What follows belongs to an exercise in optimizing a design on an open flow for small area, a short achievable clock period and few clock cycles per item; a production flow would make more cautious choices.

==> 08-06 <==
Design mandel_engine, start of the top module:
module mandel_engine (
    input             clk,
    input             reset,      
    input             start,      
    input  [31:0]     x,          
    input  [31:0]     y,          
    input  [20:0]     delta,      
    output            busy,       
    output reg        wr_en,      
    output reg [8:0]  wr_addr,    
    output reg [15:0] wr_data     
);
reg        running;
reg        ini;           
reg [31:0] gc;            
reg [31:0] gdn;           
reg [31:0] cs;            
reg [20:0] dr;            
reg [8:0]  gw;            
reg        gv;            
assign busy = running;
reg [30:0] ra, rb;        
reg        sa, sb;        
reg [31:0] dab;           
reg [31:0] c0, d0;        
reg [7:0]  k0;            
reg        e0;            
reg [63:0] sv0;           
reg [1:0]  pi0;           
reg [8:0]  wa0;           
reg [11:0] p30;           
reg        act0;
reg [31:0] xa, ya;            
reg [31:0] xbn, ybn;          
reg        ca, cb;            
reg [30:0] xabn, yabn;        
reg        cab;
reg        cyc1;
reg [31:0] c1, d1;
reg [7:0]  k1;
reg        e1;
reg [63:0] sv1;
reg [1:0]  pi1;
reg [8:0]  wa1;
reg [11:0] p31;
reg        act1;
wire [33:0] txa, tya, txb, tyb, txab, tyab;
me_sq   sqa (.r(ra), .X(txa), .Y(tya));
me_sqc  sqb (.r(rb), .X(txb), .Y(tyb));            
me_mulc mab (.r(ra), .D(dab), .X(txab), .Y(tyab));   
wire [63:0] st = {sa, ra, sb, rb};
wire cmp_en = (k0[7:3] != 5'd0);
wire save   = (k0[2:0] == 3'd7);
wire tca  = (txa[1] & tya[1])   | ((txa[1] | tya[1])   & txa[0] & tya[0]);
wire tcb  = (~txb[1] & ~tyb[1])   | ((~txb[1] | ~tyb[1])   & ~txb[0] & ~tyb[0]);
wire tcab = (~txab[1] & ~tyab[1]) | ((~txab[1] | ~tyab[1]) & ~txab[0] & ~tyab[0]);
always @(posedge clk) begin
    xa   <= txa[33:2];  ya  <= tya[33:2];  ca  <= tca;
    xbn  <= txb[33:2];  ybn  <= tyb[33:2];  cb  <= tcb;
    xabn <= txab[32:2]; yabn <= tyab[32:2]; cab <= tcab;
    cyc1 <= cmp_en & (st == sv0);
    sv1  <= save ? st : sv0;
    c1   <= c0;   d1  <= d0;
  ...
clock: 20.0 ns
lec_check: 0
cap_margin: 20
core_margin: 2
core_utilization: 40
cts_cluster_diameter: 70
cts_cluster_size: 30
slew_margin: 20
synth_hierarchical: 1
synth_minimum_keep_size: 0
standard.sh (not shown) runs the stock make flow with config.mk's settings and CLKGATE_MAP_FILE= SYNTH_SCRIPT=/design/flow/synth_recipe.tcl, a recipe that flattens the netlist after the stock synthesis.
==> flow/flow/run.sh <==
#!/bin/bash
# Standard ORFS layout, with timing repair aimed below the design's period:
# the SDC is unchanged (20 ns); repair_timing is asked to leave MARGIN ns of
# setup slack, so it optimises the paths as if the clock were faster.
set -euo pipefail
MARGIN=${MARGIN:-15}
bash standard.sh synth > synth.log 2>&1
bash standard.sh SETUP_SLACK_MARGIN=$MARGIN finish > layout.log 2>&1
==> 08-17: changes against 08-06 <==
--- a/flow/design.v
+++ b/flow/design.v
@@ -7101,15 +7101,15 @@
     output            busy,       
     output reg        wr_en,      
     output reg [8:0]  wr_addr,    
     output reg [15:0] wr_data     
 );
-reg        running;
+reg        running;       
+reg        idle;          
 reg        ini;           
 reg [31:0] gc;            
 reg [31:0] gdn;           
-reg [31:0] cs;            
 reg [20:0] dr;            
 reg [8:0]  gw;            
 reg        gv;            
 assign busy = running;
 reg [30:0] ra, rb;        
@@ -7224,56 +7224,62 @@
         k0  <= k1 + 8'd1;
         e0  <= esc;
     end
     sv0 <= sv1;
     pi0 <= take ? 2'd0 : (done ? pi1 + 2'd1 : pi1);
-    wa0 <= take ? gw : wa1;
+    wa0 <= take ? gwa : wa1;
     p30 <= done ? {p31[7:0], pix} : p31;
     act0 <= reset ? 1'b0 : (take | (act1 & ~(done & last)));
     wr_en   <= ~reset & done & last;
     wr_addr <= wa1;
     wr_data <= {p31, pix};
 end
+wire       row_end = (gw[3:0] == 4'd15);
+wire       dir     = gw[4];
+wire [8:0] gwa     = {gw[8:4], dir ? ~gw[3:0] : gw[3:0]};
+wire        cneg = ini | dir;
+wire [31:0] cm   = ini ? {6'd0, dr, 5'd0} : {9'd0, dr, 2'd0};
+wire [31:0] gc_n = gc + (cm ^ {32{cneg}}) + {31'd0, cneg};
+wire [31:0] dm   = ini ? {7'd0, dr, 4'd0} : {11'd0, dr};
+wire [31:0] gd_n = gdn + (dm ^ {32{ini}}) + {31'd0, ini};
 always @(posedge clk) begin
     if (reset) begin
         running <= 1'b0;
+        idle    <= 1'b1;
         ini     <= 1'b0;
         gv      <= 1'b0;
-    end else if (!running) begin
+    end else if (idle) begin
         if (start) begin
             running <= 1'b1;
+            idle    <= 1'b0;
             ini     <= 1'b1;
         end
     end else begin
         ini <= 1'b0;
         if (ini) begin
             gv <= 1'b1;
         end else if (take && gw == 9'd511) begin
             gv <= 1'b0;
         end
-        if (!ini && !gv && !act0 && !act1)
+        if (!ini && !gv && !act0 && !act1) begin
             running <= 1'b0;
+            idle    <= 1'b1;
+        end
     end
 end
 always @(posedge clk) begin
-    if (!running) begin
-        gc <= x;
+    if (idle) begin
+        gc  <= x;
         gdn <= ~y;
-        dr <= delta;
-    end else if (ini) begin
-        gc <= gc - {6'd0, dr, 5'd0};
-        cs <= gc - {6'd0, dr, 5'd0};
-        gdn <= gdn - {7'd0, dr, 4'd0};
-        gw <= 9'd0;
+        dr  <= delta;
     end else begin
-        if (take) begin
+        if (ini || (take && !row_end))
+            gc <= gc_n;
+        if (ini || (take && row_end))
+            gdn <= gd_n;
+        if (ini)
+            gw <= 9'd0;
+        else if (take)
             gw <= gw + 9'd1;
-            if (gw[3:0] == 4'd15) begin
-                gc <= cs;
-                gdn <= gdn + {11'd0, dr};
-            end else begin
-                gc <= gc + {9'd0, dr, 2'd0};
-            end
-        end
     end
 end
 endmodule
==> flow/flow/run.sh (replaced) <==
#!/bin/bash
# Standard ORFS layout, with two changes to how it is made (the SDC, the
# period and the constraints are the standard flow's, unchanged):
#  - timing repair is asked to leave MARGIN ns of setup slack, so it
#    optimises the paths as if the clock were faster than the 20 ns it is
#    signed off at;
#  - the port buffers that the standard flow inserts on every input and
#    output are plain buf cells (buffer_ports -buffer_cell).
# Each make run writes its full output to its own log here; ORFS keeps the
# per-step logs under orfs/logs.
set -euo pipefail
MARGIN=${MARGIN:-15}
PORTBUF=${PORTBUF:-sky130_fd_sc_hd__buf_1}
bash standard.sh synth > synth.log 2>&1
bash standard.sh SETUP_SLACK_MARGIN=$MARGIN "BUFFER_PORTS_ARGS=-buffer_cell $PORTBUF" finish > layout.log 2>&1
==> flow/config.mk (replaced) <==
export PLATFORM = sky130hd
export DESIGN_NAME = mandel_engine
export DESIGN_NICKNAME = mandel_engine
export VERILOG_FILES = /design/flow/design.v
export SDC_FILE = /design/flow/constraint.sdc
export NUM_CORES = 4
export LEC_CHECK = 0
export CAP_MARGIN = 20
export CORE_MARGIN = 2
export CORE_UTILIZATION = 65
export CTS_CLUSTER_DIAMETER = 100
export CTS_CLUSTER_SIZE = 25
export SLEW_MARGIN = 20
export SYNTH_HIERARCHICAL = 1
export SYNTH_MINIMUM_KEEP_SIZE = 0
==> 02-15: changes against 08-06 <==
--- a/flow/design.v
+++ b/flow/design.v
@@ -6039,11 +6039,11 @@
 me_fa ft_s1871 (.a(t_c1732), .b(t_s1803), .c(t_c1802), .s(t_s1871), .co(t_c1872));
 me_fa ft_s1873 (.a(t_c1736), .b(t_s1805), .c(t_c1804), .s(t_s1873), .co(t_c1874));
 assign X = {t_s1873, t_s1871, t_s1869, t_s1867, t_s1865, t_s1863, t_s1861, t_s1859, t_s1857, t_s1855, t_s1853, t_s1851, t_s1849, t_s1847, t_s1845, t_s1843, t_s1841, t_s1839, t_s1837, t_s1835, t_s1833, t_s1831, t_s1829, t_s1827, t_s1825, t_s1823, t_s1821, t_s1819, t_s1817, t_s1815, t_s1813, t_s1811, t_s1809, t_s1739};
 assign Y = {t_c1872, t_c1870, t_c1868, t_c1866, t_c1864, t_c1862, t_c1860, t_c1858, t_c1856, t_c1854, t_c1852, t_c1850, t_c1848, t_c1846, t_c1844, t_c1842, t_c1840, t_c1838, t_c1836, t_c1834, t_c1832, t_c1830, t_c1828, t_c1826, t_c1824, t_c1822, t_c1820, t_c1818, t_c1816, t_c1814, t_c1812, t_c1810, t_c1808, t_s1807};
 endmodule
-module me_suma (input [31:0] xa, input [31:0] ya, input [31:0] xbn, input [31:0] ybn, input [31:0] c, input ca, input cbn, output [31:0] U, output [31:0] V);
+module me_suma (input [31:0] xa, input [31:0] ya, input [31:0] xbn, input [31:0] ybn, input [31:0] c, input ca, input cbn, output [31:0] S);
 wire u_s0;
 wire u_c1;
 wire u_s2;
 wire u_c3;
 wire u_s4;
@@ -6424,14 +6424,15 @@
 me_fa fu_s246 (.a(u_s108), .b(u_c181), .c(u_s182), .s(u_s246), .co(u_c247));
 me_fa fu_s248 (.a(u_s112), .b(u_c183), .c(u_s184), .s(u_s248), .co(u_c249));
 me_fa fu_s250 (.a(u_s116), .b(u_c185), .c(u_s186), .s(u_s250), .co(u_c251));
 me_fa fu_s252 (.a(u_s120), .b(u_c187), .c(u_s188), .s(u_s252), .co(u_c253));
 me_fa fu_s254 (.a(u_s124), .b(u_c189), .c(u_s190), .s(u_s254), .co(u_c255));
-assign U = {u_s254, u_s252, u_s250, u_s248, u_s246, u_s244, u_s242, u_s240, u_s238, u_s236, u_s234, u_s232, u_s230, u_s228, u_s226, u_s224, u_s222, u_s220, u_s218, u_s216, u_s214, u_s212, u_s210, u_s208, u_s206, u_s204, u_s202, u_s200, u_s198, u_s196, u_s194, u_s2};
-assign V = {u_c253, u_c251, u_c249, u_c247, u_c245, u_c243, u_c241, u_c239, u_c237, u_c235, u_c233, u_c231, u_c229, u_c227, u_c225, u_c223, u_c221, u_c219, u_c217, u_c215, u_c213, u_c211, u_c209, u_c207, u_c205, u_c203, u_c201, u_c199, u_c197, u_c195, u_c193, u_s192};
+wire [31:0] X = {u_s254, u_s252, u_s250, u_s248, u_s246, u_s244, u_s242, u_s240, u_s238, u_s236, u_s234, u_s232, u_s230, u_s228, u_s226, u_s224, u_s222, u_s220, u_s218, u_s216, u_s214, u_s212, u_s210, u_s208, u_s206, u_s204, u_s202, u_s200, u_s198, u_s196, u_s194, u_s2};
+wire [31:0] Y = {u_c253, u_c251, u_c249, u_c247, u_c245, u_c243, u_c241, u_c239, u_c237, u_c235, u_c233, u_c231, u_c229, u_c227, u_c225, u_c223, u_c221, u_c219, u_c217, u_c215, u_c213, u_c211, u_c209, u_c207, u_c205, u_c203, u_c201, u_c199, u_c197, u_c195, u_c193, u_s192};
+assign S = X + Y;
 endmodule
-module me_sumnb (input [30:0] xn, input [30:0] yn, input [31:0] dn, input cabn, output [31:0] U, output [31:0] V);
+module me_sumnb (input [30:0] xn, input [30:0] yn, input [31:0] dn, input cabn, output [31:0] S);
 wire u_s0;
 wire u_s1;
 wire u_c2;
 wire u_s3;
 wire u_c4;
@@ -6616,12 +6617,13 @@
 me_fa fu_s115 (.a(dn[27]), .b(u_c52), .c(u_s53), .s(u_s115), .co(u_c116));
 me_fa fu_s117 (.a(dn[28]), .b(u_c54), .c(u_s55), .s(u_s117), .co(u_c118));
 me_fa fu_s119 (.a(dn[29]), .b(u_c56), .c(u_s57), .s(u_s119), .co(u_c120));
 me_fa fu_s121 (.a(dn[30]), .b(u_c58), .c(u_s59), .s(u_s121), .co(u_c122));
 me_fa fu_s123 (.a(dn[31]), .b(u_c60), .c(u_s61), .s(u_s123), .co(u_c124));
-assign U = {u_s123, u_s121, u_s119, u_s117, u_s115, u_s113, u_s111, u_s109, u_s107, u_s105, u_s103, u_s101, u_s99, u_s97, u_s95, u_s93, u_s91, u_s89, u_s87, u_s85, u_s83, u_s81, u_s79, u_s77, u_s75, u_s73, u_s71, u_s69, u_s67, u_s65, u_s1, 1'b1};
-assign V = {u_c122, u_c120, u_c118, u_c116, u_c114, u_c112, u_c110, u_c108, u_c106, u_c104, u_c102, u_c100, u_c98, u_c96, u_c94, u_c92, u_c90, u_c88, u_c86, u_c84, u_c82, u_c80, u_c78, u_c76, u_c74, u_c72, u_c70, u_c68, u_c66, u_c64, u_s63, dn[0]};
+wire [31:0] X = {u_s123, u_s121, u_s119, u_s117, u_s115, u_s113, u_s111, u_s109, u_s107, u_s105, u_s103, u_s101, u_s99, u_s97, u_s95, u_s93, u_s91, u_s89, u_s87, u_s85, u_s83, u_s81, u_s79, u_s77, u_s75, u_s73, u_s71, u_s69, u_s67, u_s65, u_s1, 1'b1};
+wire [31:0] Y = {u_c122, u_c120, u_c118, u_c116, u_c114, u_c112, u_c110, u_c108, u_c106, u_c104, u_c102, u_c100, u_c98, u_c96, u_c94, u_c92, u_c90, u_c88, u_c86, u_c84, u_c82, u_c80, u_c78, u_c76, u_c74, u_c72, u_c70, u_c68, u_c66, u_c64, u_s63, dn[0]};
+assign S = X + Y;
 endmodule
 module me_esct (input [31:0] xa, input [31:0] ya, input [31:0] xbn, input [31:0] ybn, input ca, input cb, output [33:0] U, output [33:0] V);
 wire u_s0;
 wire u_c1;
 wire u_s2;
@@ -6997,19 +6999,10 @@
 wire o4_29 = o3_29 | o3_15;
 wire o4_30 = o3_30 | o3_15;
 wire o4_31 = o3_31 | o3_15;
 assign P = {o4_30, o4_29, o4_28, o4_27, o4_26, o4_25, o4_24, o4_23, o4_22, o4_21, o4_20, o4_19, o4_18, o4_17, o4_16, o3_15, o3_14, o3_13, o3_12, o3_11, o3_10, o3_9, o3_8, o2_7, o2_6, o2_5, o2_4, o1_3, o1_2, o0_1, x[0], 1'b0};
 endmodule
-module me_addp (input [31:0] x, input [31:0] y, output [31:0] S, output [31:0] P);
-assign S = x + y;
-wire [31:0] h = x ^ y;
-wire [31:0] o = x | y;
-wire [31:0] t = h ^ {o[30:0], 1'b0};    
-wire [31:0] q;
-me_por pq (.x(t), .P(q));
-assign P = q;
-endmodule
 module me_pand (input [31:0] x, output [31:0] P);
 wire o0_1 = x[1] & x[0];
 wire o0_3 = x[3] & x[2];
 wire o0_5 = x[5] & x[4];
 wire o0_7 = x[7] & x[6];
@@ -7160,28 +7153,26 @@
     act1 <= reset ? 1'b0 : act0;
 end
 wire [33:0] eu, ev;
 me_esct esct (.xa(xa), .ya(ya), .xbn(xbn), .ybn(ybn), .ca(ca), .cb(cb), .U(eu), .V(ev));
 wire [29:0] e29 = {1'b0, eu[28:0]} + {1'b0, ev[28:0]};
-wire [4:0]  eh0 = eu[33:29] + ev[33:29];
-wire [4:0]  eh1 = eu[33:29] + ev[33:29] + 5'd1;
+wire [4:0]  eh  = eu[33:29] + ev[33:29] + {4'd0, e29[29]};
 wire [32:0] oa32 = {1'b0, xa} + {1'b0, ya} + {32'd0, ca};
 wire [32:0] ob32 = {1'b0, xbn} + {1'b0, ybn} + {32'd0, ~cb};
 wire oa = oa32[32];
 wire ob = ~ob32[32];
-wire [4:0] ek = {oa & ob, oa ^ ob, 3'd0};
-wire esc = e29[29] ? (eh1 != ek) : (eh0 != ek);
-wire [31:0] au, av, bu, bv;
-me_suma  suma  (.xa(xa), .ya(ya), .xbn(xbn), .ybn(ybn), .c(c1), .ca(ca), .cbn(~cb), .U(au), .V(av));
-me_sumnb sumnb (.xn(xabn), .yn(yabn), .dn(d1), .cabn(~cab), .U(bu), .V(bv));
-wire [31:0] an, nbn, pan, pnb;
-me_addp adda (.x(au), .y(av), .S(an), .P(pan));      
-me_addp addb (.x(bu), .y(bv), .S(nbn), .P(pnb));     
+wire esc = (eh != {oa & ob, oa ^ ob, 3'd0});
+wire [31:0] an, nbn;
+me_suma  suma  (.xa(xa), .ya(ya), .xbn(xbn), .ybn(ybn), .c(c1), .ca(ca), .cbn(~cb), .S(an));
+me_sumnb sumnb (.xn(xabn), .yn(yabn), .dn(d1), .cabn(~cab), .S(nbn));    
+wire [31:0] pan, pnb;
+me_por pora (.x(an), .P(pan));
+me_por porb (.x(nbn), .P(pnb));
 wire [31:0] bn = nbn ^ pnb;                        
-wire [30:0] an_abs = an[30:0]  ^ ({31{an[31]}}  & pan[30:0]);
-wire [30:0] bn_abs = nbn[30:0] ^ ({31{nbn[31]}} & pnb[30:0]);    
-wire [31:0] dab_n  = nbn ^ ({32{~an[31]}} & pnb);                
+wire [30:0] an_abs = an[30:0] ^ ({31{an[31]}} & pan[30:0]);
+wire [30:0] bn_abs = bn[31] ? nbn[30:0] : bn[30:0];
+wire [31:0] dab_n  = an[31] ? nbn : bn;
 wire done = act1 & (e1 | cyc1 | (k1 == 8'd255));
 wire last = (pi1 == 2'd3);
 wire take = (~act1 | (done & last)) & gv;
 wire inword = act1 & ~last;
 wire [31:0] nc = inword ? (c1 + {11'd0, dr}) : gc;
--- a/flow/config.mk
+++ b/flow/config.mk
@@ -6,10 +6,10 @@
 export NUM_CORES = 4
 export LEC_CHECK = 0
 export CAP_MARGIN = 20
 export CORE_MARGIN = 2
 export CORE_UTILIZATION = 40
-export CTS_CLUSTER_DIAMETER = 70
-export CTS_CLUSTER_SIZE = 30
+export CTS_CLUSTER_DIAMETER = 100
+export CTS_CLUSTER_SIZE = 25
 export SLEW_MARGIN = 20
 export SYNTH_HIERARCHICAL = 1
 export SYNTH_MINIMUM_KEEP_SIZE = 0
==> qor summary <==
Tap cells: 08-17 1536; 08-06 2640; 02-15 2511
Buffers inserted during post-CTS setup optimization: 08-17 0; 08-06 4; 02-15 27
Biggest cell delay along the critical path: 08-17 0.38 ns; 08-06 0.36 ns; 02-15 0.34 ns
Met1 usage: 08-17 0.522; 08-06 0.325; 02-15 0.336
Launch point of the worst reg-to-reg path: 08-17 ra[14]; 08-06 ra[15]; 02-15 yabn[1]
Worst setup path endpoint: 08-17 wr_data[7]; 08-06 busy; 02-15 busy
Floorplan Core Area: 08-17 0.118 mm²; 08-06 0.198 mm²; 02-15 0.190 mm²
Utilization of the core after routing: 08-17 0.647; 08-06 0.414; 02-15 0.419
Final hold slack: 08-17 0.313 ns; 08-06 0.301 ns; 02-15 0.324 ns
First-pass GRT wire length: 08-17 348000 µm; 08-06 380000 µm; 02-15 365000 µm
Fill cell instance count of the final layout: 08-17 9685; 08-06 19100; 02-15 18200
Data arrival time of the worst path: 08-17 1.16 ns; 08-06 1.30 ns; 02-15 1.14 ns
Slew at the pin closest to its max-slew limit: 08-17 1.22 ns; 08-06 1.14 ns; 02-15 1.19 ns
Setup slack, reg-to-reg: 08-17 15.08 ns; 08-06 15.07 ns; 02-15 14.86 ns
Status: 08-17 complete, no violations; 08-06 complete, no violations; 02-15 complete, no violations
Layout Area Growth over Synthesis: 08-17 -1.33%; 08-06 2.66%; 02-15 4.08%
Count of clock buffers in the final design: 08-17 52; 08-06 74; 02-15 52
Sequential fraction of total cell area: 08-17 0.206; 08-06 0.204; 02-15 0.210
Met2 track utilization from global routing: 08-17 0.584; 08-06 0.397; 02-15 0.399
No run of this note included a check of the RTL's function; only the layout flow was run.

==> port drivers added, routing unchanged <==
No port has a modelled driver above. Below, the same layouts with a new extraction and two added sets of constraints. Step 1 (the two cells are an assumption about what drives the block):
set clk [get_ports {clk}]
set_driving_cell -lib_cell sky130_fd_sc_hd__clkbuf_16 $clk
set_driving_cell -lib_cell sky130_fd_sc_hd__buf_2 [delete_from_list [all_inputs] $clk]
Step 2 also shifts input and output timing later by t, the mid clock arrival at the registers, as if the neighbouring blocks saw the same clock. Three values: no drivers, after step 1, after step 2; two values: the first two.
| run | t (ns) | setup WS [ns] | clock arrival spread, ns | worst register clock-pin slew, ns | worst data-port slew with drivers (ns) |
|---|---|---|---|---|---|
| 08-06 | 0.774 | 14.699 / 14.616 / 14.473 | 0.045 / 0.045 | 0.10 / 0.10 | 0.06 |
| 08-17 | 0.725 | 14.835 / 14.762 / 15.030 | 0.045 / 0.046 | 0.11 / 0.11 | 0.14 |
| 02-15 | 0.753 | 14.863 / 14.767 / 14.574 | 0.063 / 0.062 | 0.12 / 0.12 | 0.07 |
After both steps setup and hold are still met in every run listed. The setup slack of 02-15, which loses most, moves by -0.096 ns with the drivers and by -0.289 ns with both steps.
